What follows belongs to an exercise in optimizing a design on an open flow for a short achievable clock period and few clock cycles; a production flow would make more cautious choices.
Where RTL was checked, it was by simulation tests only, not by an equivalence proof against the original.
For run 1, only the layout was checked, not whether the RTL still works.

==> flow/design.v (outline; a module is shown in full before it is edited, if it fits) <==
// module mul32lo: 809 lines
// module CPUTop: 204 lines
module CPUTop(
  input         clock,
  input         reset,
  input         run,
  output        done,
  output [15:0] imem_addr,
  input  [31:0] imem_rdata,
  output [15:0] dmem_addr,
  input  [31:0] dmem_rdata,
  output        dmem_we,
  output [31:0] dmem_wdata
);
  // ...
==> flow/flow/run.sh <==
#!/bin/bash
# The standard layout, with the resizer asked to leave 10 ns of setup slack
# at the design's 17.5 ns clock (the SDC is unchanged).
set -euo pipefail
bash standard.sh SETUP_SLACK_MARGIN=10 finish > standard.log 2>&1
==> flow/standard.sh <==
#!/bin/bash
# synth_recipe.tcl (not shown) runs the flow's synth.tcl, then flattens the netlist and writes it again
# the make line also repeats each setting of config.mk as NAME=value (left out here)
make -C /OpenROAD-flow-scripts/flow DESIGN_CONFIG=/design/flow/config.mk WORK_HOME=/design/flow/orfs CLKGATE_MAP_FILE= SYNTH_SCRIPT=/design/flow/synth_recipe.tcl "${@:-finish}"
==> flow/config.mk <==
export PLATFORM = sky130hd
export DESIGN_NAME = CPUTop
export DESIGN_NICKNAME = CPUTop
export VERILOG_FILES = /design/flow/design.v
export SDC_FILE = /design/flow/constraint.sdc
export NUM_CORES = 4
export LEC_CHECK = 0
export ABC_CLOCK_PERIOD_IN_PS = 6000
export CAP_MARGIN = 20
export CORE_MARGIN = 2
export CORE_UTILIZATION = 30
export SETUP_SLACK_MARGIN = 5
export SLEW_MARGIN = 20
==> flow/constraint.sdc <==
create_clock -name core_clock -period 17.5 [get_ports {clock}]
set_input_delay 3.5000 -clock core_clock [delete_from_list [all_inputs] [get_ports {clock}]]
set_output_delay 3.5000 -clock core_clock [all_outputs]
set_load 0.01 [all_outputs]
==> results.json, run 1 <==
{
  "synth_mux_area_share_pct": 8.20,
  "use_met2_pct": 53.6,
  "outcome": "stopped before the end",
  "synth_nets": 27300,
  "place.gp.congestion": 1.19,
  "portBuffers": 132,
  "cts-root-buf": "clkbuf_16",
  "synth_commonest_cells": "edfxtp_1, nand2_1, nor2_1",
  "globalRouteOverflowTotal": 2,
  "synth-seq-cells": 5366,
  "yosysMostFrequentCell": "edfxtp_1",
  "synth_largest_area_cell": "edfxtp_1",
  "htreeDepth": 6,
  "yosys.area_share.simple_pct": 11.7,
  "synth_top_family_by_area": "compound AO/OA/AOI/OAI gates",
  "clockBufferDepth": 5,
  "synth_xor_area_share_pct": 1.33,
  "track_usage_pct": 44.4,
  "synthAdderAreaFrac_pct": 3.08,
  "cts_inserted_buffers": 625,
  "io_pins": 133,
  "failed_stage": "global routing",
  "postCtsSetupRepairBufs": 1456,
  "synth_area_mm2": 0.301,
  "cts-resized-gates": 3691,
  "ys.flop_type": "edfxtp_1",
  "start_util_pct": 30.1,
  "grt_max_degree": 167,
  "synth-async-reset-ratio_pct": 0,
  "die_w_mm": 1.01,
  "seq_area_frac_synth_pct": 53.2,
  "grt-busiest-layer": "met2",
  "cts.sinks": 5366,
  "ys_warn_count": 2,
  "postCtsHoldBufs": 0,
  "synth_edf_count": 5259,
  "die_h_mm": 1.01,
  "error": "[ERROR GRT-0232] Routing congestion too high. Check the congestion heatmap in the GUI.",
  "synth-compound-area-share_pct": 18.0
}
==> module CPUTop, before the edit <==
module CPUTop(
  input         clock,
  input         reset,
  input         run,
  output        done,
  output [15:0] imem_addr,
  input  [31:0] imem_rdata,
  output [15:0] dmem_addr,
  input  [31:0] dmem_rdata,
  output        dmem_we,
  output [31:0] dmem_wdata
);
  localparam [5:0] OP_JR=6'b000100, OP_JEQ=6'b000101, OP_JLT=6'b000110,
                   OP_LI=6'b001000, OP_SD=6'b001001, OP_LD=6'b001010, OP_ADDI=6'b010000,
                   OP_ADD=6'b010001, OP_SUB=6'b010010, OP_MULT=6'b100000, OP_END=6'b111111;
  reg        e1_end, e1_wen, e1_jr, e1_jeq, e1_jlt, e1_as, e1_sub, e1_mul, e1_li, e1_ld;
  reg [4:0]  e1_a;
  reg [15:0] e1_imm;
  reg [31:0] e1_ra, e1_rb, e1_op2;    
  reg        e2_wen, e2_jr, e2_jeq, e2_jlt, e2_as, e2_sub, e2_mul, e2_li, e2_ld;
  reg        e2_chb, e2_chc;          
  reg        e2_cheq, e2_eqall;       
  reg [31:0] e2_y;
  reg [4:0]  e2_a;
  reg [15:0] e2_imm;
  reg [31:0] e2_ra, e2_rb, e2_op2;
  reg        m_sd, m_s2, m_cha, m_chd;
  reg [15:0] m_addr;
  reg [31:0] m_data;
  reg [31:0] mul_x, mul_y;
  reg [15:0] npc, npc1, t1p1, t2p1;
  reg        sjr;                     
  reg [15:0] sjr_t, sjr_t1;           
  wire taken1 = e1_jr | (e1_jeq & (e1_ra == e1_rb)) | (e1_jlt & (e1_ra < e1_rb));
  wire [31:0] z  = e1_rb ^ e1_op2 ^ e2_y;
  wire [31:0] cz = {(e1_rb[30:0] & e1_op2[30:0]) | ((e1_rb[30:0] | e1_op2[30:0]) & z[30:0]), e1_sub};
  wire ceq = e2_eqall | (z == cz);
  wire eq2 = e2_cheq ? ceq : (e2_ra == e2_rb);
  wire taken2 = e2_jr | (e2_jeq & eq2) | (e2_jlt & (e2_ra < e2_rb));
  wire [15:0] seq  = sjr ? sjr_t : npc;
  wire [15:0] seq1 = sjr ? sjr_t1 : npc1;
  assign imem_addr = taken1 ? e1_imm : taken2 ? e2_imm : seq;
  wire [15:0] q    = taken1 ? t1p1   : taken2 ? t2p1   : seq1;
  wire [31:0] sum1 = e1_rb + e1_op2 + {31'h0, e1_sub};
  wire [31:0] b2   = e2_chb ? sum1 : e2_rb;
  wire [31:0] c2   = e2_chc ? (sum1 ^ {32{e2_sub}}) : e2_op2;
  wire [31:0] sum2 = b2 + c2 + {31'h0, e2_sub};
  wire [31:0] prod;
  mul32lo mul(.a(mul_x), .b(mul_y), .p(prod));
  reg [31:0] res1, res2;
  always @(*) begin
    res1 = 32'h0;
    if (e1_as)  res1 = sum1;
    if (e1_mul) res1 = prod;
    if (e1_li)  res1 = {16'h0, e1_imm};
    if (e1_ld)  res1 = dmem_rdata;
    res2 = 32'h0;
    if (e2_as)  res2 = sum2;
    if (e2_mul) res2 = prod;
    if (e2_li)  res2 = {16'h0, e2_imm};
    if (e2_ld)  res2 = dmem_rdata;
  end
  assign dmem_addr  = m_cha ? sum1[15:0] : m_addr;
  assign dmem_wdata = m_chd ? sum1 : m_data;
  assign dmem_we    = m_sd & ~(m_s2 & taken1) & run & ~reset;
  assign done       = e1_end;
  wire act = run & ~reset;
  wire adv = act & ~e1_end;
  wire w1  = act & e1_wen;
  wire w2n = e2_wen & ~taken1;
  wire w2  = act & w2n;
  reg [31:0] regs [0:31];
  integer i;
  always @(posedge clock) begin
    for (i = 0; i < 32; i = i + 1) begin
      if (w2 && e2_a == i[4:0]) regs[i] <= res2;
      else if (w1 && e1_a == i[4:0]) regs[i] <= res1;
    end
  end
  function [31:0] rd(input [4:0] f);
    if (w2n && e2_a == f) rd = res2;
    else if (e1_wen && e1_a == f) rd = res1;
    else rd = regs[f];
  endfunction
  reg [63:0] cv;
  reg [9:0]  ct [0:63];
  reg [31:0] cd [0:63];
  reg [63:0] cjr;                    
  reg [15:0] ct1 [0:63];             
  wire [15:0] p = imem_addr;
  always @(posedge clock) begin
    if (reset) cv <= 64'h0;
    else if (adv) cv[p[5:0]] <= 1'b1;
  end
  always @(posedge clock) begin
    if (adv) begin
      ct[p[5:0]] <= p[15:6];
      cd[p[5:0]] <= imem_rdata;
      cjr[p[5:0]] <= imem_rdata[31:26] == OP_JR;
      ct1[p[5:0]] <= imem_rdata[15:0] + 16'h1;
    end
  end
  wire [31:0] i1 = imem_rdata;
  wire [31:0] i2 = cd[q[5:0]];
  wire hit = cv[q[5:0]] & (ct[q[5:0]] == q[15:6]);
  wire [5:0] o1 = i1[31:26], o2 = i2[31:26];
  wire [4:0] a1 = i1[25:21], b1f = i1[20:16], c1 = i1[15:11];
  wire [4:0] a2 = i2[25:21], b2f = i2[20:16], c2f = i2[15:11];
  wire i1_sd = o1 == OP_SD, i1_ld = o1 == OP_LD, i1_end = o1 == OP_END, i1_jr = o1 == OP_JR;
  wire i1_mul = o1 == OP_MULT, i1_sub = o1 == OP_SUB;
  wire i1_as = (o1 == OP_ADD) | (o1 == OP_ADDI) | i1_sub;
  wire i1_imm = (o1 == OP_ADDI) | (o1 == OP_LI);
  wire i1_wen = i1_ld | ((o1[5] | o1[4] | o1[3]) & ~i1_sd & ~i1_end);
  wire i2_sd = o2 == OP_SD, i2_ld = o2 == OP_LD, i2_end = o2 == OP_END;
  wire i2_mul = o2 == OP_MULT, i2_sub = o2 == OP_SUB;
  wire i2_as = (o2 == OP_ADD) | (o2 == OP_ADDI) | i2_sub;
  wire i2_imm = (o2 == OP_ADDI) | (o2 == OP_LI);
  wire i2_wen = i2_ld | ((o2[5] | o2[4] | o2[3]) & ~i2_sd & ~i2_end);
  wire i2_br  = (o2 == OP_JEQ) | (o2 == OP_JLT);
  wire i2_rr  = (o2 == OP_ADD) | i2_sub | i2_mul;       
  wire u2_a = i2_br | i2_sd;
  wire u2_b = i2_br | i2_sd | i2_ld | i2_rr | (o2 == OP_ADDI);
  wire u2_c = i2_rr;
  wire d_a = i1_wen & (a1 == a2)  & u2_a;
  wire d_b = i1_wen & (a1 == b2f) & u2_b;
  wire d_c = i1_wen & (a1 == c2f) & u2_c;
  wire i2_jeq = o2 == OP_JEQ;
  wire ok_a = ~d_a | (i1_as & (i2_sd | i2_jeq));
  wire ok_b = ~d_b | (i1_as & ~(o2 == OP_JLT) & ~i2_mul);
  wire ok_c = ~d_c | (i1_as & ~i2_mul);
  wire pair = hit & ~i1_jr & ~i1_end & ~i2_end & ~((i1_sd | i1_ld) & (i2_sd | i2_ld)) &
              ~(i1_mul & i2_mul) & ok_a & ok_b & ok_c;
  wire [31:0] va1 = rd(a1), vb1 = rd(b1f), vc1 = rd(c1);
  wire [31:0] va2 = rd(a2), vb2 = rd(b2f), vc2 = rd(c2f);
  wire [31:0] op2_1 = (i1_imm ? {16'h0, i1[15:0]} : vc1) ^ {32{i1_sub}};
  wire [31:0] op2_2 = (i2_imm ? {16'h0, i2[15:0]} : vc2) ^ {32{i2_sub}};
  wire [15:0] nseq = p + (pair ? 16'h2 : 16'h1);
  wire [15:0] q2   = q + 16'h1;
  wire        njr  = pair & cv[q2[5:0]] & (ct[q2[5:0]] == q2[15:6]) & cjr[q2[5:0]];
  always @(posedge clock) begin
    if (reset) begin
      e1_end <= 1'b0; e1_wen <= 1'b0; e1_jr <= 1'b0; e1_jeq <= 1'b0; e1_jlt <= 1'b0;
      e2_wen <= 1'b0; e2_jr <= 1'b0; e2_jeq <= 1'b0; e2_jlt <= 1'b0;
      m_sd <= 1'b0;
      npc <= 16'h0;
      npc1 <= 16'h1;
      sjr <= 1'b0;
    end else if (adv) begin
      e1_end <= i1_end;
      e1_wen <= i1_wen;
      e1_jr  <= i1_jr;
      e1_jeq <= o1 == OP_JEQ;
      e1_jlt <= o1 == OP_JLT;
      e2_wen <= pair & i2_wen;
      e2_jr  <= pair & (o2 == OP_JR);
      e2_jeq <= pair & (o2 == OP_JEQ);
      e2_jlt <= pair & (o2 == OP_JLT);
      m_sd   <= i1_sd | (pair & i2_sd);
      npc    <= nseq;
      npc1   <= p + (pair ? 16'h3 : 16'h2);
      sjr    <= njr;
    end
  end
  always @(posedge clock) begin
    if (adv) begin
      e1_as  <= i1_as;
      e1_sub <= i1_sub;
      e1_mul <= i1_mul;
      e1_li  <= o1 == OP_LI;
      e1_ld  <= i1_ld;
      e1_a   <= a1;
      e1_imm <= i1[15:0];
      e1_ra  <= va1;
      e1_rb  <= vb1;
      e1_op2 <= op2_1;
      t1p1   <= i1[15:0] + 16'h1;
      e2_as  <= i2_as;
      e2_sub <= i2_sub;
      e2_mul <= i2_mul;
      e2_li  <= o2 == OP_LI;
      e2_ld  <= i2_ld;
      e2_chb <= d_b;
      e2_chc <= d_c;
      e2_cheq <= d_a | d_b;
      e2_eqall <= d_a & d_b;
      e2_y   <= d_a ? vb2 : va2;
      sjr_t  <= cd[q2[5:0]][15:0];
      sjr_t1 <= ct1[q2[5:0]];
      e2_a   <= a2;
      e2_imm <= i2[15:0];
      e2_ra  <= va2;
      e2_rb  <= vb2;
      e2_op2 <= op2_2;
      t2p1   <= i2[15:0] + 16'h1;
      m_s2   <= ~(i1_sd | i1_ld);
      m_cha  <= ~(i1_sd | i1_ld) & d_b;
      m_chd  <= ~(i1_sd | i1_ld) & d_a;
      m_addr <= (i1_sd | i1_ld) ? vb1[15:0] : vb2[15:0];
      m_data <= (i1_sd | i1_ld) ? va1 : va2;
      mul_x  <= i1_mul ? vb1 : vb2;
      mul_y  <= i1_mul ? vc1 : vc2;
    end
  end
endmodule
==> run 2: changes to the inputs <==
--- a/flow/design.v
+++ b/flow/design.v
@@ -825,7 +825,8 @@
   reg        e1_end, e1_wen, e1_jr, e1_jeq, e1_jlt, e1_as, e1_sub, e1_mul, e1_li, e1_ld;
   reg [4:0]  e1_a;
   reg [15:0] e1_imm;
-  reg [31:0] e1_ra, e1_rb, e1_op2;    
+  reg [31:0] e1_ra, e1_rb, e1_op2;
+  reg [31:0] e1_x1;                   
   reg        e2_wen, e2_jr, e2_jeq, e2_jlt, e2_as, e2_sub, e2_mul, e2_li, e2_ld;
   reg        e2_chb, e2_chc;          
   reg        e2_cheq, e2_eqall;       
@@ -833,45 +834,45 @@
   reg [4:0]  e2_a;
   reg [15:0] e2_imm;
   reg [31:0] e2_ra, e2_rb, e2_op2;
-  reg        m_sd, m_s2, m_cha, m_chd;
+  reg        m_sd, m_s2, m_cha;
   reg [15:0] m_addr;
   reg [31:0] m_data;
   reg [31:0] mul_x, mul_y;
-  reg [15:0] npc, npc1, t1p1, t2p1;
-  reg        sjr;                     
-  reg [15:0] sjr_t, sjr_t1;           
+  reg [15:0] seq;                     
+  reg [15:0] t1p1, t2p1;              
   wire taken1 = e1_jr | (e1_jeq & (e1_ra == e1_rb)) | (e1_jlt & (e1_ra < e1_rb));
-  wire [31:0] z  = e1_rb ^ e1_op2 ^ e2_y;
-  wire [31:0] cz = {(e1_rb[30:0] & e1_op2[30:0]) | ((e1_rb[30:0] | e1_op2[30:0]) & z[30:0]), e1_sub};
+  wire [31:0] x1 = e1_x1;
+  wire [31:0] z  = e1_rb ^ x1 ^ e2_y;
+  wire [31:0] cz = {(e1_rb[30:0] & x1[30:0]) | ((e1_rb[30:0] | x1[30:0]) & z[30:0]), e1_sub};
   wire ceq = e2_eqall | (z == cz);
   wire eq2 = e2_cheq ? ceq : (e2_ra == e2_rb);
   wire taken2 = e2_jr | (e2_jeq & eq2) | (e2_jlt & (e2_ra < e2_rb));
-  wire [15:0] seq  = sjr ? sjr_t : npc;
-  wire [15:0] seq1 = sjr ? sjr_t1 : npc1;
+  wire [15:0] seq1 = seq + 16'h1;
+  wire [15:0] seq2 = seq + 16'h2;
   assign imem_addr = taken1 ? e1_imm : taken2 ? e2_imm : seq;
-  wire [15:0] q    = taken1 ? t1p1   : taken2 ? t2p1   : seq1;
-  wire [31:0] sum1 = e1_rb + e1_op2 + {31'h0, e1_sub};
+  wire [31:0] sum1 = e1_rb + (e1_op2 ^ {32{e1_sub}}) + {31'h0, e1_sub};
+  wire [15:0] adr1 = e1_rb[15:0] + x1[15:0] + {15'h0, e1_sub};
   wire [31:0] b2   = e2_chb ? sum1 : e2_rb;
-  wire [31:0] c2   = e2_chc ? (sum1 ^ {32{e2_sub}}) : e2_op2;
+  wire [31:0] c2   = (e2_chc ? sum1 : e2_op2) ^ {32{e2_sub}};
   wire [31:0] sum2 = b2 + c2 + {31'h0, e2_sub};
   wire [31:0] prod;
   mul32lo mul(.a(mul_x), .b(mul_y), .p(prod));
-  reg [31:0] res1, res2;
+  reg [31:0] r1n, r2n;
   always @(*) begin
-    res1 = 32'h0;
-    if (e1_as)  res1 = sum1;
-    if (e1_mul) res1 = prod;
-    if (e1_li)  res1 = {16'h0, e1_imm};
-    if (e1_ld)  res1 = dmem_rdata;
-    res2 = 32'h0;
-    if (e2_as)  res2 = sum2;
-    if (e2_mul) res2 = prod;
-    if (e2_li)  res2 = {16'h0, e2_imm};
-    if (e2_ld)  res2 = dmem_rdata;
-  end
-  assign dmem_addr  = m_cha ? sum1[15:0] : m_addr;
-  assign dmem_wdata = m_chd ? sum1 : m_data;
-  assign dmem_we    = m_sd & ~(m_s2 & taken1) & run & ~reset;
+    r1n = 32'h0;
+    if (e1_as)  r1n = sum1;
+    if (e1_li)  r1n = {16'h0, e1_imm};
+    if (e1_ld)  r1n = dmem_rdata;
+    r2n = 32'h0;
+    if (e2_as)  r2n = sum2;
+    if (e2_li)  r2n = {16'h0, e2_imm};
+    if (e2_ld)  r2n = dmem_rdata;
+  end
+  wire [31:0] res1 = e1_mul ? prod : r1n;
+  wire [31:0] res2 = e2_mul ? prod : r2n;
+  assign dmem_addr  = m_cha ? adr1 : m_addr;
+  assign dmem_wdata = m_data;
+  assign dmem_we    = m_sd & run & ~reset;
   assign done       = e1_end;
   wire act = run & ~reset;
   wire adv = act & ~e1_end;
@@ -886,32 +887,48 @@
       else if (w1 && e1_a == i[4:0]) regs[i] <= res1;
     end
   end
-  function [31:0] rd(input [4:0] f);
-    if (w2n && e2_a == f) rd = res2;
-    else if (e1_wen && e1_a == f) rd = res1;
-    else rd = regs[f];
+  function up(input [4:0] f);
+    if (w2n && e2_a == f) up = e2_mul;
+    else up = e1_wen && e1_a == f && e1_mul;
+  endfunction
+  function [31:0] rdo(input [4:0] f);
+    if (w2n && e2_a == f) rdo = r2n;
+    else if (e1_wen && e1_a == f) rdo = r1n;
+    else rdo = regs[f];
   endfunction
   reg [63:0] cv;
   reg [9:0]  ct [0:63];
   reg [31:0] cd [0:63];
   reg [63:0] cjr;                    
-  reg [15:0] ct1 [0:63];             
   wire [15:0] p = imem_addr;
+  reg        fv;
+  reg [15:0] fa;
+  reg [31:0] fd;
+  always @(posedge clock) begin
+    if (reset) fv <= 1'b0;
+    else fv <= adv;
+    if (adv) begin
+      fa <= p;
+      fd <= imem_rdata;
+    end
+  end
   always @(posedge clock) begin
     if (reset) cv <= 64'h0;
-    else if (adv) cv[p[5:0]] <= 1'b1;
+    else if (fv) cv[fa[5:0]] <= 1'b1;
   end
   always @(posedge clock) begin
-    if (adv) begin
-      ct[p[5:0]] <= p[15:6];
-      cd[p[5:0]] <= imem_rdata;
-      cjr[p[5:0]] <= imem_rdata[31:26] == OP_JR;
-      ct1[p[5:0]] <= imem_rdata[15:0] + 16'h1;
+    if (fv) begin
+      ct[fa[5:0]] <= fa[15:6];
+      cd[fa[5:0]] <= fd;
+      cjr[fa[5:0]] <= fd[31:26] == OP_JR;
     end
   end
   wire [31:0] i1 = imem_rdata;
-  wire [31:0] i2 = cd[q[5:0]];
-  wire hit = cv[q[5:0]] & (ct[q[5:0]] == q[15:6]);
+  wire hit_t1 = cv[t1p1[5:0]] & (ct[t1p1[5:0]] == t1p1[15:6]);
+  wire hit_t2 = cv[t2p1[5:0]] & (ct[t2p1[5:0]] == t2p1[15:6]);
+  wire hit_s  = cv[seq1[5:0]] & (ct[seq1[5:0]] == seq1[15:6]);
+  wire [31:0] i2 = taken1 ? cd[t1p1[5:0]] : taken2 ? cd[t2p1[5:0]] : cd[seq1[5:0]];
+  wire hit = taken1 ? hit_t1 : taken2 ? hit_t2 : hit_s;
   wire [5:0] o1 = i1[31:26], o2 = i2[31:26];
   wire [4:0] a1 = i1[25:21], b1f = i1[20:16], c1 = i1[15:11];
   wire [4:0] a2 = i2[25:21], b2f = i2[20:16], c2f = i2[15:11];
@@ -934,26 +951,27 @@
   wire d_b = i1_wen & (a1 == b2f) & u2_b;
   wire d_c = i1_wen & (a1 == c2f) & u2_c;
   wire i2_jeq = o2 == OP_JEQ;
-  wire ok_a = ~d_a | (i1_as & (i2_sd | i2_jeq));
+  wire ok_a = ~d_a | (i1_as & i2_jeq);
   wire ok_b = ~d_b | (i1_as & ~(o2 == OP_JLT) & ~i2_mul);
   wire ok_c = ~d_c | (i1_as & ~i2_mul);
-  wire pair = hit & ~i1_jr & ~i1_end & ~i2_end & ~((i1_sd | i1_ld) & (i2_sd | i2_ld)) &
+  wire i1_br = (o1 == OP_JEQ) | (o1 == OP_JLT);
+  wire pair = hit & ~i1_jr & ~i1_end & ~i2_end & ~((i1_sd | i1_ld) & (i2_sd | i2_ld)) & ~(i1_br & i2_sd) &
               ~(i1_mul & i2_mul) & ok_a & ok_b & ok_c;
-  wire [31:0] va1 = rd(a1), vb1 = rd(b1f), vc1 = rd(c1);
-  wire [31:0] va2 = rd(a2), vb2 = rd(b2f), vc2 = rd(c2f);
-  wire [31:0] op2_1 = (i1_imm ? {16'h0, i1[15:0]} : vc1) ^ {32{i1_sub}};
-  wire [31:0] op2_2 = (i2_imm ? {16'h0, i2[15:0]} : vc2) ^ {32{i2_sub}};
-  wire [15:0] nseq = p + (pair ? 16'h2 : 16'h1);
-  wire [15:0] q2   = q + 16'h1;
-  wire        njr  = pair & cv[q2[5:0]] & (ct[q2[5:0]] == q2[15:6]) & cjr[q2[5:0]];
+  wire pa1 = up(a1), pb1 = up(b1f), pc1 = up(c1), pa2 = up(a2), pb2 = up(b2f), pc2 = up(c2f);
+  wire [31:0] oa1 = rdo(a1), ob1 = rdo(b1f), oc1 = rdo(c1);
+  wire [31:0] oa2 = rdo(a2), ob2 = rdo(b2f), oc2 = rdo(c2f);
+  wire m1 = i1_sd | i1_ld;
+  wire [15:0] pp1  = p + 16'h1;
+  wire [15:0] pp2  = p + 16'h2;
+  wire [15:0] nseq = pair ? pp2 : pp1;
+  wire        njr  = pair & ~taken1 & ~taken2 &
+                     cv[seq2[5:0]] & (ct[seq2[5:0]] == seq2[15:6]) & cjr[seq2[5:0]];
   always @(posedge clock) begin
     if (reset) begin
       e1_end <= 1'b0; e1_wen <= 1'b0; e1_jr <= 1'b0; e1_jeq <= 1'b0; e1_jlt <= 1'b0;
       e2_wen <= 1'b0; e2_jr <= 1'b0; e2_jeq <= 1'b0; e2_jlt <= 1'b0;
       m_sd <= 1'b0;
-      npc <= 16'h0;
-      npc1 <= 16'h1;
-      sjr <= 1'b0;
+      seq <= 16'h0;
     end else if (adv) begin
       e1_end <= i1_end;
       e1_wen <= i1_wen;
@@ -965,9 +983,7 @@
       e2_jeq <= pair & (o2 == OP_JEQ);
       e2_jlt <= pair & (o2 == OP_JLT);
       m_sd   <= i1_sd | (pair & i2_sd);
-      npc    <= nseq;
-      npc1   <= p + (pair ? 16'h3 : 16'h2);
-      sjr    <= njr;
+      seq    <= njr ? cd[seq2[5:0]][15:0] : nseq;
     end
   end
   always @(posedge clock) begin
@@ -979,9 +995,10 @@
       e1_ld  <= i1_ld;
       e1_a   <= a1;
       e1_imm <= i1[15:0];
-      e1_ra  <= va1;
-      e1_rb  <= vb1;
-      e1_op2 <= op2_1;
+      e1_ra  <= pa1 ? prod : oa1;
+      e1_rb  <= pb1 ? prod : ob1;
+      e1_op2 <= (pc1 & ~i1_imm) ? prod : i1_imm ? {16'h0, i1[15:0]} : oc1;
+      e1_x1  <= ((pc1 & ~i1_imm) ? prod : i1_imm ? {16'h0, i1[15:0]} : oc1) ^ {32{i1_sub}};
       t1p1   <= i1[15:0] + 16'h1;
       e2_as  <= i2_as;
       e2_sub <= i2_sub;
@@ -992,22 +1009,19 @@
       e2_chc <= d_c;
       e2_cheq <= d_a | d_b;
       e2_eqall <= d_a & d_b;
-      e2_y   <= d_a ? vb2 : va2;
-      sjr_t  <= cd[q2[5:0]][15:0];
-      sjr_t1 <= ct1[q2[5:0]];
+      e2_y   <= (d_a ? pb2 : pa2) ? prod : d_a ? ob2 : oa2;
       e2_a   <= a2;
       e2_imm <= i2[15:0];
-      e2_ra  <= va2;
-      e2_rb  <= vb2;
-      e2_op2 <= op2_2;
+      e2_ra  <= pa2 ? prod : oa2;
+      e2_rb  <= pb2 ? prod : ob2;
+      e2_op2 <= (pc2 & ~i2_imm) ? prod : i2_imm ? {16'h0, i2[15:0]} : oc2;
       t2p1   <= i2[15:0] + 16'h1;
-      m_s2   <= ~(i1_sd | i1_ld);
-      m_cha  <= ~(i1_sd | i1_ld) & d_b;
-      m_chd  <= ~(i1_sd | i1_ld) & d_a;
-      m_addr <= (i1_sd | i1_ld) ? vb1[15:0] : vb2[15:0];
-      m_data <= (i1_sd | i1_ld) ? va1 : va2;
-      mul_x  <= i1_mul ? vb1 : vb2;
-      mul_y  <= i1_mul ? vc1 : vc2;
+      m_s2   <= ~m1;
+      m_cha  <= ~m1 & d_b;
+      m_addr <= (m1 ? pb1 : pb2) ? prod[15:0] : m1 ? ob1[15:0] : ob2[15:0];
+      m_data <= (m1 ? pa1 : pa2) ? prod : m1 ? oa1 : oa2;
+      mul_x  <= (i1_mul ? pb1 : pb2) ? prod : i1_mul ? ob1 : ob2;
+      mul_y  <= (i1_mul ? pc1 : pc2) ? prod : i1_mul ? oc1 : oc2;
     end
   end
 endmodule
==> flow/flow/run.sh (replaced) <==
#!/bin/bash
# The standard layout, with the resizer asked to leave 10 ns of setup slack
# at the design's 17.5 ns clock (the SDC is unchanged), the pins of the
# run/reset -> dmem_we path placed side by side, and more global-routing
# iterations against congestion.
set -euo pipefail
bash standard.sh SETUP_SLACK_MARGIN=10 PRE_IO_PLACEMENT_TCL=$PWD/flow/io.tcl \
  "GLOBAL_ROUTE_ARGS=-congestion_iterations 100 -congestion_report_iter_step 5 -verbose" \
  finish > standard.log 2>&1
==> flow/flow/io.tcl (new file) <==
# Keep the pins of the one path from inputs straight to an output together:
# dmem_we depends on run and reset in the same cycle.
set_io_pin_constraint -group -order -pin_names {reset run dmem_we}
--- a/flow/config.mk
+++ b/flow/config.mk
@@ -5,9 +5,11 @@
 export SDC_FILE = /design/flow/constraint.sdc
 export NUM_CORES = 4
 export LEC_CHECK = 0
-export ABC_CLOCK_PERIOD_IN_PS = 6000
+export ABC_CLOCK_PERIOD_IN_PS = 4000
 export CAP_MARGIN = 20
 export CORE_MARGIN = 2
 export CORE_UTILIZATION = 30
+export MIN_ROUTING_LAYER = met2
+export PLACE_DENSITY = 0.5
 export SETUP_SLACK_MARGIN = 5
 export SLEW_MARGIN = 20
==> results.json, run 2 <==
{
  "place_inst": 36000,
  "num_rows": 366,
  "synth_top_family_by_area": "multiplexers",
  "seq_area_frac_synth_pct": 43.6,
  "synth-async-reset-ratio_pct": 0,
  "track_usage_pct": 86.2,
  "io_pins": 133,
  "outcome": "stopped before the end",
  "synth_largest_area_cell": "edfxtp_1",
  "synth_edf_count": 4260,
  "ys_warn_count": 2,
  "grt_pass1_vias": 435000,
  "error": "[ERROR GRT-0116] Global routing finished with congestion. Check the congestion regions in the DRC Viewer.",
  "grt_first_pass_wirelength_mm": 3890,
  "yosys.area_share.simple_pct": 7.80,
  "synth-seq-cells": 4363,
  "postCtsHoldBufs": 0,
  "failed_stage": "global routing",
  "portBuffers": 132,
  "synth_area_mm2": 0.298,
  "synthAdderAreaFrac_pct": 2.68,
  "synth-compound-area-share_pct": 15.8,
  "netlist.area_leader.share_pct": 42.9,
  "hpwl_mm": 1660,
  "htreeDepth": 6,
  "cts-root-buf": "clkbuf_16",
  "die_w_mm": 1.00,
  "syn_area_per_cell_um2": 12.6,
  "place.gp.congestion": 1.32,
  "yosys.cell_types.count": 105,
  "start_util_pct": 30.1,
  "die_h_mm": 1.00,
  "synth_mux_area_share_pct": 24.5,
  "synth_xor_area_share_pct": 1.43,
  "ys.flop_type": "edfxtp_1",
  "clockBufferDepth": 5,
  "globalRouteOverflowTotal": 10700,
  "synth_commonest_cells": "edfxtp_1, mux4_2, nand2_1",
  "postSynthCellCount": 23600,
  "yosysMostFrequentCell": "edfxtp_1",
  "detailedPlace.worstSlack_ns": 6.70,
  "grt_max_degree": 128,
  "synth_nets": 24100,
  "cts_inserted_buffers": 572,
  "cts.sinks": 4363,
  "synthTopCellsByArea": "edfxtp_1, mux4_2, a22oi_1"
}
==> run 2: changes by cell type after synthesis, sizes merged, moves of 131 or more <==
cell / previous run / this run
a31oi: 262 / 73
nand2: 3428 / 1930
mux4: 695 / 2987
and3: 320 / 132
a21oi: 1782 / 1139
mux2i: 691 / 429
nand3: 1011 / 515
a311oi: 344 / 20
inv: 517 / 386
o21ai: 1011 / 1456
nor2: 2030 / 1285
edfxtp: 5259 / 4260
o211ai: 276 / 85
==> run 2: per-stage QoR <==
stage,cell area [um^2]
detailed placement,321000
floorplan,298000
global placement,321000
CTS,352000
==> run 2: routing by layer <==
metal | overflow | track usage (%)
met1 | - | -
met2 | 2244 | 88.3
met3 | 6186 | 92.0
met4 | 1363 | 74.4
met5 | 911 | 76.9
==> run 2: worst max-delay path by stage <==
stage	start	endpoint	slack (ns)
after floorplan	reset	dmem_we	9.99
after global placement	seq[0]	e2_y[20]	6.22
after detailed placement	seq[1]	e2_ra[26]	6.70
after CTS	e2_y[20]	imem_addr[7]	8.56
==> run 2: kinds of logic after synthesis <==
family                   count (synthesis)
flip-flops                            4363
XOR/XNOR                               484
AND/OR/NAND/NOR                       5077
buffers and inverters                 2882
adder cells (fa/ha/maj)                518
multiplexers                          3544
AO/OA/AOI/OAI                         6753
==> run 2: repair_timing <==
item,in CTS
setup buffers,527
setup endpoints to repair,1192
gates resized for setup,1596
hold endpoints to repair,0
pin swaps,228
gates cloned,55
Testbench counts of run 2, summed over its fixed seeds: cycles 101,777.
==> run 3: changes to the inputs <==
==> flow/flow/run.sh (replaced) <==
#!/bin/bash
# The standard layout, with the resizer asked to leave 10 ns of setup slack
# at the design's 17.5 ns clock (the SDC is unchanged), the pins of the
# run/reset -> dmem_we path placed side by side, global routing steered off
# met1/met2, and more global-routing iterations against congestion.
set -euo pipefail
bash standard.sh SETUP_SLACK_MARGIN=10 PRE_IO_PLACEMENT_TCL=$PWD/flow/io.tcl \
  FASTROUTE_TCL=$PWD/flow/fastroute.tcl \
  "GLOBAL_ROUTE_ARGS=-congestion_iterations 100 -congestion_report_iter_step 5 -verbose" \
  finish > standard.log 2>&1
==> flow/flow/fastroute.tcl (new file) <==
# Global routing resources: keep most of met1 (pin access) and some of met2
# free, so that the global router moves wires up to met3-met5.
set_global_routing_layer_adjustment met1 0.6
set_global_routing_layer_adjustment met2 0.35
set_global_routing_layer_adjustment met3-met5 0.15
set_routing_layers -clock met3-met5
set_routing_layers -signal met1-met5
--- a/flow/config.mk
+++ b/flow/config.mk
@@ -7,9 +7,10 @@
 export LEC_CHECK = 0
 export ABC_CLOCK_PERIOD_IN_PS = 4000
 export CAP_MARGIN = 20
+export CELL_PAD_IN_SITES_DETAIL_PLACEMENT = 1
+export CELL_PAD_IN_SITES_GLOBAL_PLACEMENT = 1
 export CORE_MARGIN = 2
-export CORE_UTILIZATION = 30
-export MIN_ROUTING_LAYER = met2
-export PLACE_DENSITY = 0.5
+export CORE_UTILIZATION = 25
+export PLACE_DENSITY = 0.45
 export SETUP_SLACK_MARGIN = 5
 export SLEW_MARGIN = 20
==> results.json, run 3 <==
{
  "hpwl_mm": 1570,
  "synth-seq-cells": 4363,
  "place.gp.congestion": 1.16,
  "clockBufferDepth": 5,
  "ys.flop_type": "edfxtp_1",
  "outcome": "stopped before the end",
  "ys_warn_count": 2,
  "num_rows": 401,
  "syn_area_per_cell_um2": 12.6,
  "track_usage_pct": 53.5,
  "io_pins": 133,
  "cts.sinks": 4363,
  "synth_largest_area_cell": "edfxtp_1",
  "seq_area_frac_synth_pct": 43.6,
  "die_h_mm": 1.10,
  "die_w_mm": 1.10,
  "synthTopCellsByArea": "edfxtp_1, mux4_2, a22oi_1",
  "error": "[ERROR GRT-0232] Routing congestion too high. Check the congestion heatmap in the GUI.",
  "globalRouteOverflowTotal": 4,
  "start_util_pct": 25.0,
  "portBuffers": 132,
  "failed_stage": "global routing",
  "yosysMostFrequentCell": "edfxtp_1",
  "place_inst": 38700,
  "htreeDepth": 6,
  "postCtsHoldBufs": 0,
  "synth_area_mm2": 0.298,
  "postSynthCellCount": 23600,
  "synth_commonest_cells": "edfxtp_1, mux4_2, nand2_1",
  "netlist.area_leader.share_pct": 42.9,
  "cts-root-buf": "clkbuf_16",
  "synth_edf_count": 4260,
  "synth-async-reset-ratio_pct": 0,
  "yosys.cell_types.count": 105,
  "cts_inserted_buffers": 576,
  "grt_max_degree": 130,
  "dpl_cell_area_mm2": 0.325,
  "synth_nets": 24100
}
-- run 3: timing repair --
item,4_1_cts
buffers inserted,775
endpoints found under the setup margin,1419
pin swaps,423
resized for setup,2388
gates cloned,82
-- run 3: routing by layer --
layer	overflow	GRT usage (%)
met1	1	61.2
met2	3	62.4
met3	0	48.4
met4	0	43.8
met5	0	27.5
-- run 3: stage by stage --
stage	setup WS, ns	hold slack (ns)
2_1_floorplan	9.99	0.441
3_3_place_gp	5.51	0.469
3_5_place_dp	5.76	0.467
4_1_cts	8.20	0.486
-- run 3: how the worst max path moves through the flow --
stage             start      endpoint  slack (ns)  cells past startpoint
2_1_floorplan     reset       dmem_we        9.99                      3
3_3_place_gp     seq[0]    m_data[29]        5.51                     24
3_5_place_dp     seq[0]      e2_y[13]        5.76                     23
4_1_cts        e2_y[18]  imem_addr[7]        8.20                     16
-- run 3: cells by family after synthesis --
logic type      share of synthesized area (%)
buf+inv                                  4.19
flops                                    43.6
compound gates                           15.8
mux                                      24.5
fa+ha+maj                                2.68
xor+xnor                                 1.43
simple gates                             7.80
==> run 4: changes to the inputs <==
--- a/flow/design.v
+++ b/flow/design.v
@@ -822,206 +822,86 @@
   localparam [5:0] OP_JR=6'b000100, OP_JEQ=6'b000101, OP_JLT=6'b000110,
                    OP_LI=6'b001000, OP_SD=6'b001001, OP_LD=6'b001010, OP_ADDI=6'b010000,
                    OP_ADD=6'b010001, OP_SUB=6'b010010, OP_MULT=6'b100000, OP_END=6'b111111;
-  reg        e1_end, e1_wen, e1_jr, e1_jeq, e1_jlt, e1_as, e1_sub, e1_mul, e1_li, e1_ld;
-  reg [4:0]  e1_a;
-  reg [15:0] e1_imm;
-  reg [31:0] e1_ra, e1_rb, e1_op2;
-  reg [31:0] e1_x1;                   
-  reg        e2_wen, e2_jr, e2_jeq, e2_jlt, e2_as, e2_sub, e2_mul, e2_li, e2_ld;
-  reg        e2_chb, e2_chc;          
-  reg        e2_cheq, e2_eqall;       
-  reg [31:0] e2_y;
-  reg [4:0]  e2_a;
-  reg [15:0] e2_imm;
-  reg [31:0] e2_ra, e2_rb, e2_op2;
-  reg        m_sd, m_s2, m_cha;
-  reg [15:0] m_addr;
-  reg [31:0] m_data;
-  reg [31:0] mul_x, mul_y;
-  reg [15:0] seq;                     
-  reg [15:0] t1p1, t2p1;              
-  wire taken1 = e1_jr | (e1_jeq & (e1_ra == e1_rb)) | (e1_jlt & (e1_ra < e1_rb));
-  wire [31:0] x1 = e1_x1;
-  wire [31:0] z  = e1_rb ^ x1 ^ e2_y;
-  wire [31:0] cz = {(e1_rb[30:0] & x1[30:0]) | ((e1_rb[30:0] | x1[30:0]) & z[30:0]), e1_sub};
-  wire ceq = e2_eqall | (z == cz);
-  wire eq2 = e2_cheq ? ceq : (e2_ra == e2_rb);
-  wire taken2 = e2_jr | (e2_jeq & eq2) | (e2_jlt & (e2_ra < e2_rb));
-  wire [15:0] seq1 = seq + 16'h1;
-  wire [15:0] seq2 = seq + 16'h2;
-  assign imem_addr = taken1 ? e1_imm : taken2 ? e2_imm : seq;
-  wire [31:0] sum1 = e1_rb + (e1_op2 ^ {32{e1_sub}}) + {31'h0, e1_sub};
-  wire [15:0] adr1 = e1_rb[15:0] + x1[15:0] + {15'h0, e1_sub};
-  wire [31:0] b2   = e2_chb ? sum1 : e2_rb;
-  wire [31:0] c2   = (e2_chc ? sum1 : e2_op2) ^ {32{e2_sub}};
-  wire [31:0] sum2 = b2 + c2 + {31'h0, e2_sub};
+  reg [31:0] regs [0:31];
+  reg        e_v;       
+  reg        e_end;     
+  reg        e_sd, e_ld, e_wen, e_jr, e_jeq, e_jlt;
+  reg        e_add, e_sub, e_mul, e_li;
+  reg [4:0]  e_a;
+  reg [15:0] e_imm;
+  reg [31:0] e_ra, e_rb, e_op2;
+  reg [15:0] npc;       
+  wire eq = e_ra == e_rb;
+  wire lt = e_ra < e_rb;
+  wire taken = e_jr | (e_jeq & eq) | (e_jlt & lt);
+  assign imem_addr = taken ? e_imm : npc;
+  wire [31:0] sum  = e_rb + e_op2;
+  wire [31:0] diff = e_rb - e_op2;
   wire [31:0] prod;
-  mul32lo mul(.a(mul_x), .b(mul_y), .p(prod));
-  reg [31:0] r1n, r2n;
+  mul32lo mul(.a(e_rb), .b(e_op2), .p(prod));
+  reg  [31:0] res;
   always @(*) begin
-    r1n = 32'h0;
-    if (e1_as)  r1n = sum1;
-    if (e1_li)  r1n = {16'h0, e1_imm};
-    if (e1_ld)  r1n = dmem_rdata;
-    r2n = 32'h0;
-    if (e2_as)  r2n = sum2;
-    if (e2_li)  r2n = {16'h0, e2_imm};
-    if (e2_ld)  r2n = dmem_rdata;
-  end
-  wire [31:0] res1 = e1_mul ? prod : r1n;
-  wire [31:0] res2 = e2_mul ? prod : r2n;
-  assign dmem_addr  = m_cha ? adr1 : m_addr;
-  assign dmem_wdata = m_data;
-  assign dmem_we    = m_sd & run & ~reset;
-  assign done       = e1_end;
-  wire act = run & ~reset;
-  wire adv = act & ~e1_end;
-  wire w1  = act & e1_wen;
-  wire w2n = e2_wen & ~taken1;
-  wire w2  = act & w2n;
-  reg [31:0] regs [0:31];
-  integer i;
-  always @(posedge clock) begin
-    for (i = 0; i < 32; i = i + 1) begin
-      if (w2 && e2_a == i[4:0]) regs[i] <= res2;
-      else if (w1 && e1_a == i[4:0]) regs[i] <= res1;
-    end
-  end
-  function up(input [4:0] f);
-    if (w2n && e2_a == f) up = e2_mul;
-    else up = e1_wen && e1_a == f && e1_mul;
-  endfunction
-  function [31:0] rdo(input [4:0] f);
-    if (w2n && e2_a == f) rdo = r2n;
-    else if (e1_wen && e1_a == f) rdo = r1n;
-    else rdo = regs[f];
-  endfunction
-  reg [63:0] cv;
-  reg [9:0]  ct [0:63];
-  reg [31:0] cd [0:63];
-  reg [63:0] cjr;                    
-  wire [15:0] p = imem_addr;
-  reg        fv;
-  reg [15:0] fa;
-  reg [31:0] fd;
-  always @(posedge clock) begin
-    if (reset) fv <= 1'b0;
-    else fv <= adv;
-    if (adv) begin
-      fa <= p;
-      fd <= imem_rdata;
-    end
-  end
-  always @(posedge clock) begin
-    if (reset) cv <= 64'h0;
-    else if (fv) cv[fa[5:0]] <= 1'b1;
-  end
-  always @(posedge clock) begin
-    if (fv) begin
-      ct[fa[5:0]] <= fa[15:6];
-      cd[fa[5:0]] <= fd;
-      cjr[fa[5:0]] <= fd[31:26] == OP_JR;
-    end
-  end
-  wire [31:0] i1 = imem_rdata;
-  wire hit_t1 = cv[t1p1[5:0]] & (ct[t1p1[5:0]] == t1p1[15:6]);
-  wire hit_t2 = cv[t2p1[5:0]] & (ct[t2p1[5:0]] == t2p1[15:6]);
-  wire hit_s  = cv[seq1[5:0]] & (ct[seq1[5:0]] == seq1[15:6]);
-  wire [31:0] i2 = taken1 ? cd[t1p1[5:0]] : taken2 ? cd[t2p1[5:0]] : cd[seq1[5:0]];
-  wire hit = taken1 ? hit_t1 : taken2 ? hit_t2 : hit_s;
-  wire [5:0] o1 = i1[31:26], o2 = i2[31:26];
-  wire [4:0] a1 = i1[25:21], b1f = i1[20:16], c1 = i1[15:11];
-  wire [4:0] a2 = i2[25:21], b2f = i2[20:16], c2f = i2[15:11];
-  wire i1_sd = o1 == OP_SD, i1_ld = o1 == OP_LD, i1_end = o1 == OP_END, i1_jr = o1 == OP_JR;
-  wire i1_mul = o1 == OP_MULT, i1_sub = o1 == OP_SUB;
-  wire i1_as = (o1 == OP_ADD) | (o1 == OP_ADDI) | i1_sub;
-  wire i1_imm = (o1 == OP_ADDI) | (o1 == OP_LI);
-  wire i1_wen = i1_ld | ((o1[5] | o1[4] | o1[3]) & ~i1_sd & ~i1_end);
-  wire i2_sd = o2 == OP_SD, i2_ld = o2 == OP_LD, i2_end = o2 == OP_END;
-  wire i2_mul = o2 == OP_MULT, i2_sub = o2 == OP_SUB;
-  wire i2_as = (o2 == OP_ADD) | (o2 == OP_ADDI) | i2_sub;
-  wire i2_imm = (o2 == OP_ADDI) | (o2 == OP_LI);
-  wire i2_wen = i2_ld | ((o2[5] | o2[4] | o2[3]) & ~i2_sd & ~i2_end);
-  wire i2_br  = (o2 == OP_JEQ) | (o2 == OP_JLT);
-  wire i2_rr  = (o2 == OP_ADD) | i2_sub | i2_mul;       
-  wire u2_a = i2_br | i2_sd;
-  wire u2_b = i2_br | i2_sd | i2_ld | i2_rr | (o2 == OP_ADDI);
-  wire u2_c = i2_rr;
-  wire d_a = i1_wen & (a1 == a2)  & u2_a;
-  wire d_b = i1_wen & (a1 == b2f) & u2_b;
-  wire d_c = i1_wen & (a1 == c2f) & u2_c;
-  wire i2_jeq = o2 == OP_JEQ;
-  wire ok_a = ~d_a | (i1_as & i2_jeq);
-  wire ok_b = ~d_b | (i1_as & ~(o2 == OP_JLT) & ~i2_mul);
-  wire ok_c = ~d_c | (i1_as & ~i2_mul);
-  wire i1_br = (o1 == OP_JEQ) | (o1 == OP_JLT);
-  wire pair = hit & ~i1_jr & ~i1_end & ~i2_end & ~((i1_sd | i1_ld) & (i2_sd | i2_ld)) & ~(i1_br & i2_sd) &
-              ~(i1_mul & i2_mul) & ok_a & ok_b & ok_c;
-  wire pa1 = up(a1), pb1 = up(b1f), pc1 = up(c1), pa2 = up(a2), pb2 = up(b2f), pc2 = up(c2f);
-  wire [31:0] oa1 = rdo(a1), ob1 = rdo(b1f), oc1 = rdo(c1);
-  wire [31:0] oa2 = rdo(a2), ob2 = rdo(b2f), oc2 = rdo(c2f);
-  wire m1 = i1_sd | i1_ld;
-  wire [15:0] pp1  = p + 16'h1;
-  wire [15:0] pp2  = p + 16'h2;
-  wire [15:0] nseq = pair ? pp2 : pp1;
-  wire        njr  = pair & ~taken1 & ~taken2 &
-                     cv[seq2[5:0]] & (ct[seq2[5:0]] == seq2[15:6]) & cjr[seq2[5:0]];
+    res = 32'h0;
+    if (e_add) res = sum;
+    if (e_sub) res = diff;
+    if (e_mul) res = prod;
+    if (e_li)  res = {16'h0, e_imm};
+    if (e_ld)  res = dmem_rdata;
+  end
+  assign dmem_addr  = e_rb[15:0];
+  assign dmem_wdata = e_ra;
+  assign dmem_we    = e_sd & run & ~reset;
+  assign done       = e_end;
+  wire adv = ~reset & ~e_end & (run | ~e_v);
+  wire wr  = e_wen & run & ~reset;
+  always @(posedge clock) begin
+    if (wr) regs[e_a] <= res;
+  end
+  wire [31:0] ins = imem_rdata;
+  wire [5:0]  op  = ins[31:26];
+  wire [4:0]  fa  = ins[25:21];
+  wire [4:0]  fb  = ins[20:16];
+  wire [4:0]  fc  = ins[15:11];
+  wire [15:0] imm = ins[15:0];
+  wire fwd_a = e_wen & (e_a == fa);
+  wire fwd_b = e_wen & (e_a == fb);
+  wire fwd_c = e_wen & (e_a == fc);
+  wire [31:0] va = fwd_a ? res : regs[fa];
+  wire [31:0] vb = fwd_b ? res : regs[fb];
+  wire [31:0] vc = fwd_c ? res : regs[fc];
+  wire d_sd  = op == OP_SD;
+  wire d_ld  = op == OP_LD;
+  wire d_end = op == OP_END;
+  wire d_imm = (op == OP_ADDI) | (op == OP_LI);
+  wire d_wen = d_ld | ((op[5] | op[4] | op[3]) & ~d_sd & ~d_end);
   always @(posedge clock) begin
     if (reset) begin
-      e1_end <= 1'b0; e1_wen <= 1'b0; e1_jr <= 1'b0; e1_jeq <= 1'b0; e1_jlt <= 1'b0;
-      e2_wen <= 1'b0; e2_jr <= 1'b0; e2_jeq <= 1'b0; e2_jlt <= 1'b0;
-      m_sd <= 1'b0;
-      seq <= 16'h0;
+      e_v <= 1'b0; e_end <= 1'b0; e_sd <= 1'b0; e_ld <= 1'b0; e_wen <= 1'b0;
+      e_jr <= 1'b0; e_jeq <= 1'b0; e_jlt <= 1'b0;
+      npc <= 16'h0;
     end else if (adv) begin
-      e1_end <= i1_end;
-      e1_wen <= i1_wen;
-      e1_jr  <= i1_jr;
-      e1_jeq <= o1 == OP_JEQ;
-      e1_jlt <= o1 == OP_JLT;
-      e2_wen <= pair & i2_wen;
-      e2_jr  <= pair & (o2 == OP_JR);
-      e2_jeq <= pair & (o2 == OP_JEQ);
-      e2_jlt <= pair & (o2 == OP_JLT);
-      m_sd   <= i1_sd | (pair & i2_sd);
-      seq    <= njr ? cd[seq2[5:0]][15:0] : nseq;
+      e_v   <= 1'b1;
+      e_end <= d_end;
+      e_sd  <= d_sd;
+      e_ld  <= d_ld;
+      e_wen <= d_wen;
+      e_jr  <= op == OP_JR;
+      e_jeq <= op == OP_JEQ;
+      e_jlt <= op == OP_JLT;
+      npc   <= imem_addr + 16'h1;
     end
   end
   always @(posedge clock) begin
     if (adv) begin
-      e1_as  <= i1_as;
-      e1_sub <= i1_sub;
-      e1_mul <= i1_mul;
-      e1_li  <= o1 == OP_LI;
-      e1_ld  <= i1_ld;
-      e1_a   <= a1;
-      e1_imm <= i1[15:0];
-      e1_ra  <= pa1 ? prod : oa1;
-      e1_rb  <= pb1 ? prod : ob1;
-      e1_op2 <= (pc1 & ~i1_imm) ? prod : i1_imm ? {16'h0, i1[15:0]} : oc1;
-      e1_x1  <= ((pc1 & ~i1_imm) ? prod : i1_imm ? {16'h0, i1[15:0]} : oc1) ^ {32{i1_sub}};
-      t1p1   <= i1[15:0] + 16'h1;
-      e2_as  <= i2_as;
-      e2_sub <= i2_sub;
-      e2_mul <= i2_mul;
-      e2_li  <= o2 == OP_LI;
-      e2_ld  <= i2_ld;
-      e2_chb <= d_b;
-      e2_chc <= d_c;
-      e2_cheq <= d_a | d_b;
-      e2_eqall <= d_a & d_b;
-      e2_y   <= (d_a ? pb2 : pa2) ? prod : d_a ? ob2 : oa2;
-      e2_a   <= a2;
-      e2_imm <= i2[15:0];
-      e2_ra  <= pa2 ? prod : oa2;
-      e2_rb  <= pb2 ? prod : ob2;
-      e2_op2 <= (pc2 & ~i2_imm) ? prod : i2_imm ? {16'h0, i2[15:0]} : oc2;
-      t2p1   <= i2[15:0] + 16'h1;
-      m_s2   <= ~m1;
-      m_cha  <= ~m1 & d_b;
-      m_addr <= (m1 ? pb1 : pb2) ? prod[15:0] : m1 ? ob1[15:0] : ob2[15:0];
-      m_data <= (m1 ? pa1 : pa2) ? prod : m1 ? oa1 : oa2;
-      mul_x  <= (i1_mul ? pb1 : pb2) ? prod : i1_mul ? ob1 : ob2;
-      mul_y  <= (i1_mul ? pc1 : pc2) ? prod : i1_mul ? oc1 : oc2;
+      e_add <= (op == OP_ADD) | (op == OP_ADDI);
+      e_sub <= op == OP_SUB;
+      e_mul <= op == OP_MULT;
+      e_li  <= op == OP_LI;
+      e_a   <= fa;
+      e_imm <= imm;
+      e_ra  <= va;
+      e_rb  <= vb;
+      e_op2 <= d_imm ? {16'h0, imm} : vc;
     end
   end
 endmodule
==> flow/flow/run.sh (replaced) <==
#!/bin/bash
# The standard layout, with the resizer asked to leave 10 ns of setup slack
# at the design's 17.5 ns clock (the SDC is unchanged), the pins of the
# run/reset -> dmem_we path placed side by side, and more global-routing
# iterations against congestion.
set -euo pipefail
bash standard.sh SETUP_SLACK_MARGIN=10 PRE_IO_PLACEMENT_TCL=$PWD/flow/io.tcl \
  "GLOBAL_ROUTE_ARGS=-congestion_iterations 100 -congestion_report_iter_step 5 -verbose" \
  finish > standard.log 2>&1
==> flow/config.mk (replaced) <==
export PLATFORM = sky130hd
export DESIGN_NAME = CPUTop
export DESIGN_NICKNAME = CPUTop
export VERILOG_FILES = /design/flow/design.v
export SDC_FILE = /design/flow/constraint.sdc
export NUM_CORES = 4
export LEC_CHECK = 0
export ABC_CLOCK_PERIOD_IN_PS = 4000
export CAP_MARGIN = 20
export CORE_MARGIN = 2
export CORE_UTILIZATION = 40
export SETUP_SLACK_MARGIN = 5
export SLEW_MARGIN = 20
removed: flow/flow/fastroute.tcl
==> results.json, run 4 <==
{
  "rr_worst_depth": 23,
  "tns_ns": 0,
  "grt_max_degree": 118,
  "htreeDepth": 3,
  "relSlewSlack_pct": 26.5,
  "ff2ff_setup_slack_ns": 10.11,
  "cts.sinks": 1169,
  "synth_nets": 6560,
  "finalHoldViolations": 0,
  "globalRouteOverflowTotal": 0,
  "antenna_found_initial": 7,
  "setup_violations": 0,
  "clockBufferDepth": 3,
  "core-area_mm2": 0.205,
  "cts-root-buf": "clkbuf_16",
  "min_path_cells": 2,
  "cap_violations": 0,
  "final_cell_mix": "edfxtp_1, mux4_2, a21oi_1",
  "portBuffers": 132,
  "cts.clk_slew.worst_paths_ns": 0.07,
  "synth_largest_area_cell": "edfxtp_1",
  "finalInstanceArea_mm2": 0.0933,
  "synth_commonest_cells": "edfxtp_1, mux4_2, a21oi_1",
  "die_w_um": 458,
  "netlist.area_leader.share_pct": 41.7,
  "largest_reg_flops": 1024,
  "wl_per_cell_um": 35.8,
  "min_from": "e_v",
  "hold_path_end": "e_v",
  "finalCritPeriodShare_pct": 42.7,
  "via_count": 61900,
  "ys.flop_type": "edfxtp_1",
  "synth_edf_count": 1145,
  "synth-async-reset-ratio_pct": 0,
  "track_usage_pct": 29.1,
  "yosysMostFrequentCell": "edfxtp_1",
  "synthTopCellsByArea": "edfxtp_1, mux4_2, fa_1",
  "die_h_um": 458,
  "yosys.cell_types.count": 93,
  "critPathCaptureType": "output port",
  "crit_required_ns": 14.00,
  "num-nets-final": 6522,
  "worst_ep_arrival_time_ns": 3.98,
  "grt_first_pass_wirelength_mm": 439,
  "slowest_delay_ns": 0.15,
  "drt_first_pass_iters": 7,
  "synth_area_mm2": 0.0824,
  "cp_cell_sequence": "buf_8 -> nor2_4 -> and2_4 -> buf_6",
  "slew_viol_final": 0,
  "via_per_inst": 6.96,
  "ff_latch_area_mm2": 0.0349,
  "path_class": "in2out",
  "syn_area_per_cell_um2": 13.4,
  "reg2reg_to": "regs[22][30]",
  "dieArea_mm2": 0.210,
  "r2r_start": "e_op2[17]",
  "postSynthCellCount": 6149,
  "fmax_mhz": 134,
  "multiInputGateArea_mm2": 0.0446,
  "cts_tree": "done",
  "place.gp.congestion": 0.958,
  "drive_gt1_share_pct": 27.7,
  "ant_nets": 0,
  "cp_max_fo": 24,
  "cts_inserted_buffers": 112,
  "slowest_stage": "buf_8",
  "area_growth_pct": 13.2,
  "clk_latency_ns": 0.79,
  "final_common_cell": "edfxtp_1",
  "min_period_ns": 7.48,
  "dpl_cell_area_mm2": 0.0864,
  "start_kind": "input pin",
  "n_fill_cell": 18000,
  "rsz0062_at_grt": "yes",
  "ys_warn_count": 1,
  "hold_path_class": "reg2reg",
  "tightest_slew_ns": 1.10,
  "start_util_pct": 40.3,
  "drc": 0,
  "grt_pass1_vias": 59300,
  "seq_area_frac_synth_pct": 42.3,
  "num_rows": 166,
  "synth-seq-cells": 1169,
  "dr.first_iter.drc_count": 9398,
  "hpwl_mm": 192,
  "regMostFlops": "regs",
  "drt_wl_total_mm": 319,
  "outcome": "no timing/DRC/antenna violations",
  "io_pins": 133,
  "finalClockSkew_ns": 0.0740
}
run 4: cell types whose count changed after synthesis, sizes merged, moves of 459 or more:
cell / before / now
nand3: 515 / 35
nand2: 1930 / 262
a22o: 791 / 9
buf: 907 / 180
edfxtp: 4260 / 1145
o21ai: 1456 / 250
mux4: 2987 / 960
nor2: 1285 / 393
a221oi: 811 / 128
a21oi: 1139 / 489
a22oi: 1357 / 86
clkbuf: 1584 / 456
nand4: 480 / 21
run 4: logic make-up (layout without fill, tap and decap cells):
| family | after synthesis | count (layout) | share of synthesized area (%) |
|---|---|---|---|
| muxes | 1046 | 1046 | 27.3 |
| DFF | 1169 | 1169 | 42.3 |
| xor gates and xnor gates | 153 | 153 | 1.75 |
| AOI/OAI and AO/OA | 1519 | 1519 | 11.9 |
| other | 0 | 6 | 0 |
| adders and majority gates | 349 | 349 | 7.01 |
| and+or+nand+nor | 957 | 957 | 5.24 |
| buffers and inverters | 956 | 1013 | 4.48 |
run 4: timing repair:
item,4_1_cts,5_1_grt
pin swaps,10,14
setup endpoints to repair,649,553
setup buffers,77,42
hold buffers,0,0
cloned,21,25
resized for setup,211,141
run 4: cell type report:
| type | instances | area share, % |
|---|---|---|
| Antenna cell | 6 | 0.0161 |
| Timing Repair inverter | 14 | 0.113 |
| Timing Repair Buffer | 470 | 5.58 |
| Clock inverter | 78 | 0.917 |
| Clock buffer | 131 | 3.10 |
| Inverter | 320 | 1.46 |
| Tap cell | 2688 | 3.60 |
| Sequential cell | 1169 | 37.4 |
| Multi-Input combinational cell | 4024 | 47.8 |
run 4: per-stage QoR:
stage | hold slack (ns) | utilization [%] | setup WS (ns) | std cells
floorplan | 0.442 | - | 10.12 | 6149
global placement | 0.454 | 42.2 | 7.95 | 8518
detailed placement | 0.461 | 42.2 | 7.85 | 8520
CTS | 0.477 | 44.9 | 9.89 | 8827
global route | 0.512 | 45.6 | 9.89 | 8894
finish | 0.475 | 45.6 | 10.02 | 8900
run 4: worst max-delay path by stage:
stage / end / startpoint / slack, ns / cells after the start
after floorplan: dmem_we / run / 10.12 / 3
after detailed placement: regs[10][21] / e_op2[12] / 7.85 / 20
final: dmem_we / reset / 10.02 / 4
after global placement: dmem_we / reset / 7.95 / 4
after CTS: regs[9][31] / e_op2[4] / 9.89 / 26
after global routing: regs[22][25] / e_op2[3] / 9.89 / 24
run 4: critical path: cells and delay by family:
kind	cells	cell delay [ns]
buffers and inverters	2	0.24
AND/OR/NAND/NOR	2	0.23
run 4: layer usage:
layer	global-route usage (%)	up-vias	routed length (um)
met3	6.48	952	38000
met2	45.1	4560	146000
li1	-	24600	-
met5	0	-	52
met4	15.8	8	21300
met1	38.2	31800	114000
Testbench counts of run 4, summed over its fixed seeds: cycles 201,258.
==> run 5: changes to the inputs <==
--- a/flow/design.v
+++ b/flow/design.v
@@ -857,6 +857,22 @@
   always @(posedge clock) begin
     if (wr) regs[e_a] <= res;
   end
+  reg [7:0]  jv;
+  reg [15:0] ja [0:7];
+  reg [15:0] jt [0:7];
+  wire [15:0] pn = imem_addr + 16'h1;
+  wire jhit = jv[pn[2:0]] & (ja[pn[2:0]] == pn);
+  wire d_jr = imem_rdata[31:26] == OP_JR;
+  always @(posedge clock) begin
+    if (reset) jv <= 8'h0;
+    else if (adv & d_jr) jv[imem_addr[2:0]] <= 1'b1;
+  end
+  always @(posedge clock) begin
+    if (adv & d_jr) begin
+      ja[imem_addr[2:0]] <= imem_addr;
+      jt[imem_addr[2:0]] <= imem_rdata[15:0];
+    end
+  end
   wire [31:0] ins = imem_rdata;
   wire [5:0]  op  = ins[31:26];
   wire [4:0]  fa  = ins[25:21];
@@ -888,7 +904,7 @@
       e_jr  <= op == OP_JR;
       e_jeq <= op == OP_JEQ;
       e_jlt <= op == OP_JLT;
-      npc   <= imem_addr + 16'h1;
+      npc   <= jhit ? jt[pn[2:0]] : pn;
     end
   end
   always @(posedge clock) begin
==> results.json, run 5 <==
{
  "final_common_cell": "edfxtp_1",
  "worst_ep_arrival_time_ns": 4.13,
  "hold_path_class": "reg2reg",
  "drt_first_pass_iters": 9,
  "clockBufferDepth": 3,
  "cts.sinks": 1433,
  "globalRouteOverflowTotal": 0,
  "start_kind": "input pin",
  "grt_first_pass_wirelength_mm": 508,
  "slew_viol_final": 0,
  "final_cell_mix": "edfxtp_1, mux4_2, a21oi_1",
  "fmax_mhz": 131,
  "place.gp.congestion": 0.990,
  "tightest_slew_ns": 1.24,
  "hpwl_mm": 225,
  "synthTopCellsByArea": "edfxtp_1, mux4_2, fa_1",
  "ys_warn_count": 1,
  "whs_ns": 0.468,
  "cp_max_fo": 2,
  "place_inst": 9539,
  "synth-async-reset-ratio_pct": 0,
  "relSlewSlack_pct": 17.1,
  "antenna_found_initial": 14,
  "track_usage_pct": 30.1,
  "path_class": "in2out",
  "drc": 0,
  "netlist.area_leader.share_pct": 45.2,
  "htreeDepth": 4,
  "final_cell_count_no_fill": 10100,
  "ys.flop_type": "edfxtp_1",
  "dr.first_iter.drc_count": 10900,
  "setup_violations": 0,
  "cts-root-buf": "clkbuf_16",
  "yosysMostFrequentCell": "edfxtp_1",
  "cts_tree": "done",
  "core-area_mm2": 0.232,
  "drive_gt1_share_pct": 29.5,
  "n_fill_cell": 20100,
  "dieArea_mm2": 0.237,
  "finalCritPeriodShare_pct": 43.6,
  "seq_area_frac_synth_pct": 45.9,
  "rsz0062_at_grt": "yes",
  "ant_nets": 0,
  "cap_violations": 0,
  "area_growth_pct": 16.4,
  "regMostFlops": "regs",
  "synth_nets": 7209,
  "cts_inserted_buffers": 160,
  "synth_edf_count": 1401,
  "finalClockSkew_ns": 0.0580,
  "start_util_pct": 40.1,
  "via_per_inst": 6.86,
  "largest_reg_flops": 1024,
  "io_pins": 133,
  "drt_wl_total_mm": 366,
  "num-nets-final": 7349,
  "cts.clk_slew.worst_paths_ns": 0.06,
  "wl_per_cell_um": 36.2,
  "synth-seq-cells": 1433,
  "outcome": "no timing/DRC/antenna violations",
  "via_count": 69500,
  "clk_latency_ns": 0.87,
  "num_rows": 177,
  "die_h_um": 486,
  "min_period_ns": 7.63,
  "finalHoldViolations": 0,
  "grt_max_degree": 88,
  "yosys.cell_types.count": 85,
  "die_w_um": 486,
  "synth_area_mm2": 0.0931,
  "synth_largest_area_cell": "edfxtp_1",
  "post-route-util_pct": 46.7,
  "critPathCaptureType": "output port",
  "crit_required_ns": 14.00,
  "grt_pass1_vias": 66900,
  "portBuffers": 132,
  "synth_commonest_cells": "edfxtp_1, mux4_2, a21oi_1",
  "syn_area_per_cell_um2": 13.7,
  "tns_ns": 0,
  "postSynthCellCount": 6797
}
-- run 5: timing repair --
item / 4_1_cts / 5_1_grt
hold endpoints to repair: 0 / 0
pin swaps: 35 / 37
cloned: 33 / 17
resized for setup: 394 / 166
setup endpoints to repair: 668 / 439
hold buffers: 0 / 0
buffers inserted: 150 / 78
-- run 5: final timing paths --
path / from / endpoint / slack, ns / depth (start not counted)
setup / recovery: reset / dmem_we / 9.87 / 6
hold / removal: e_v / e_v / 0.47 / 2
setup reg to reg: e_op2[5] / regs[9][30] / 10.02 / 29
hold reg to reg: e_v / e_v / 0.47 / 2
-- run 5: final cells by class --
class | instances | area, um^2 | share of cell area, %
antenna | 7 | 17.5 | 0.0162
inverter | 322 | 1400 | 1.29
clock inverter | 110 | 1220 | 1.13
sequential | 1433 | 42700 | 39.4
clock buffer | 183 | 4110 | 3.79
timing repair inverter | 13 | 95.1 | 0.0877
timing repair buffer | 628 | 6940 | 6.41
multi-input combinational | 4379 | 48100 | 44.4
tap | 3043 | 3810 | 3.51
-- run 5: stage by stage --
step / instance area (um^2) / setup slack (ns)
2_1_floorplan: 93100 / 9.70
3_3_place_gp: 97800 / 8.30
3_5_place_dp: 97800 / 8.07
4_1_cts: 107000 / 9.88
5_1_grt: 108000 / 9.85
6_report: 108000 / 9.87
-- run 5: layer usage --
| metal | part of all wire (%) | vias to the layer above | track usage (%) | routed length, um |
|---|---|---|---|---|
| met5 | 0.028 | - | 0 | 103 |
| met4 | 7.3 | 16 | 17.1 | 26900 |
| met3 | 12 | 1241 | 7.79 | 44200 |
| met2 | 45 | 5261 | 46.8 | 166000 |
| met1 | 35 | 35400 | 38.4 | 129000 |
| li1 | - | 27500 | - | - |
-- run 5: logic make-up after synthesis --
group / count (synthesis) / synth area share, %
compound gates: 1571 / 11.0
xor+xnor: 233 / 2.19
fa+ha+maj: 346 / 6.18
buf+inv: 986 / 4.07
flops: 1433 / 45.9
mux: 1106 / 25.3
simple gates: 1122 / 5.36
-- run 5: worst max-delay path, stage by stage --
cell and delay [ns]:
buf_12 0.10, buf_12 0.11, nor2b_4 0.10, buf_6 0.10, and2_4 0.12, buf_6 0.09
Testbench counts of run 5, summed over its fixed seeds: cycles 175,476.

==> what the ideal ports hide <==
No port has a modelled driver above. Below, the same layouts with a new extraction and two added sets of constraints.
Step 1: set_driving_cell puts a clkbuf_16 on clock and a buf_2 on each other input, an assumption about the parent block.
Step 2, shift: input delay + t, output delay - t, t = (earliest + latest rising clock arrival at the registers) / 2. This alone moves slack from input paths to output paths.
Slacks: ideal / step 1 / step 2; pairs: ideal / step 1.
run	t (ns)	slack for setup (ns)	hold WS [ns]	cell pins on the clock port's net
run 4	0.826	10.022 / 9.973 / 9.531	0.475 / 0.475 / 0.475	1
run 5	0.929	9.872 / 9.824 / 9.270	0.468 / 0.468 / 0.468	1
After both steps every run listed still meets setup and hold. For run 5, which loses most, drivers alone change the setup slack by -0.048 ns; drivers and shift together by -0.602 ns.
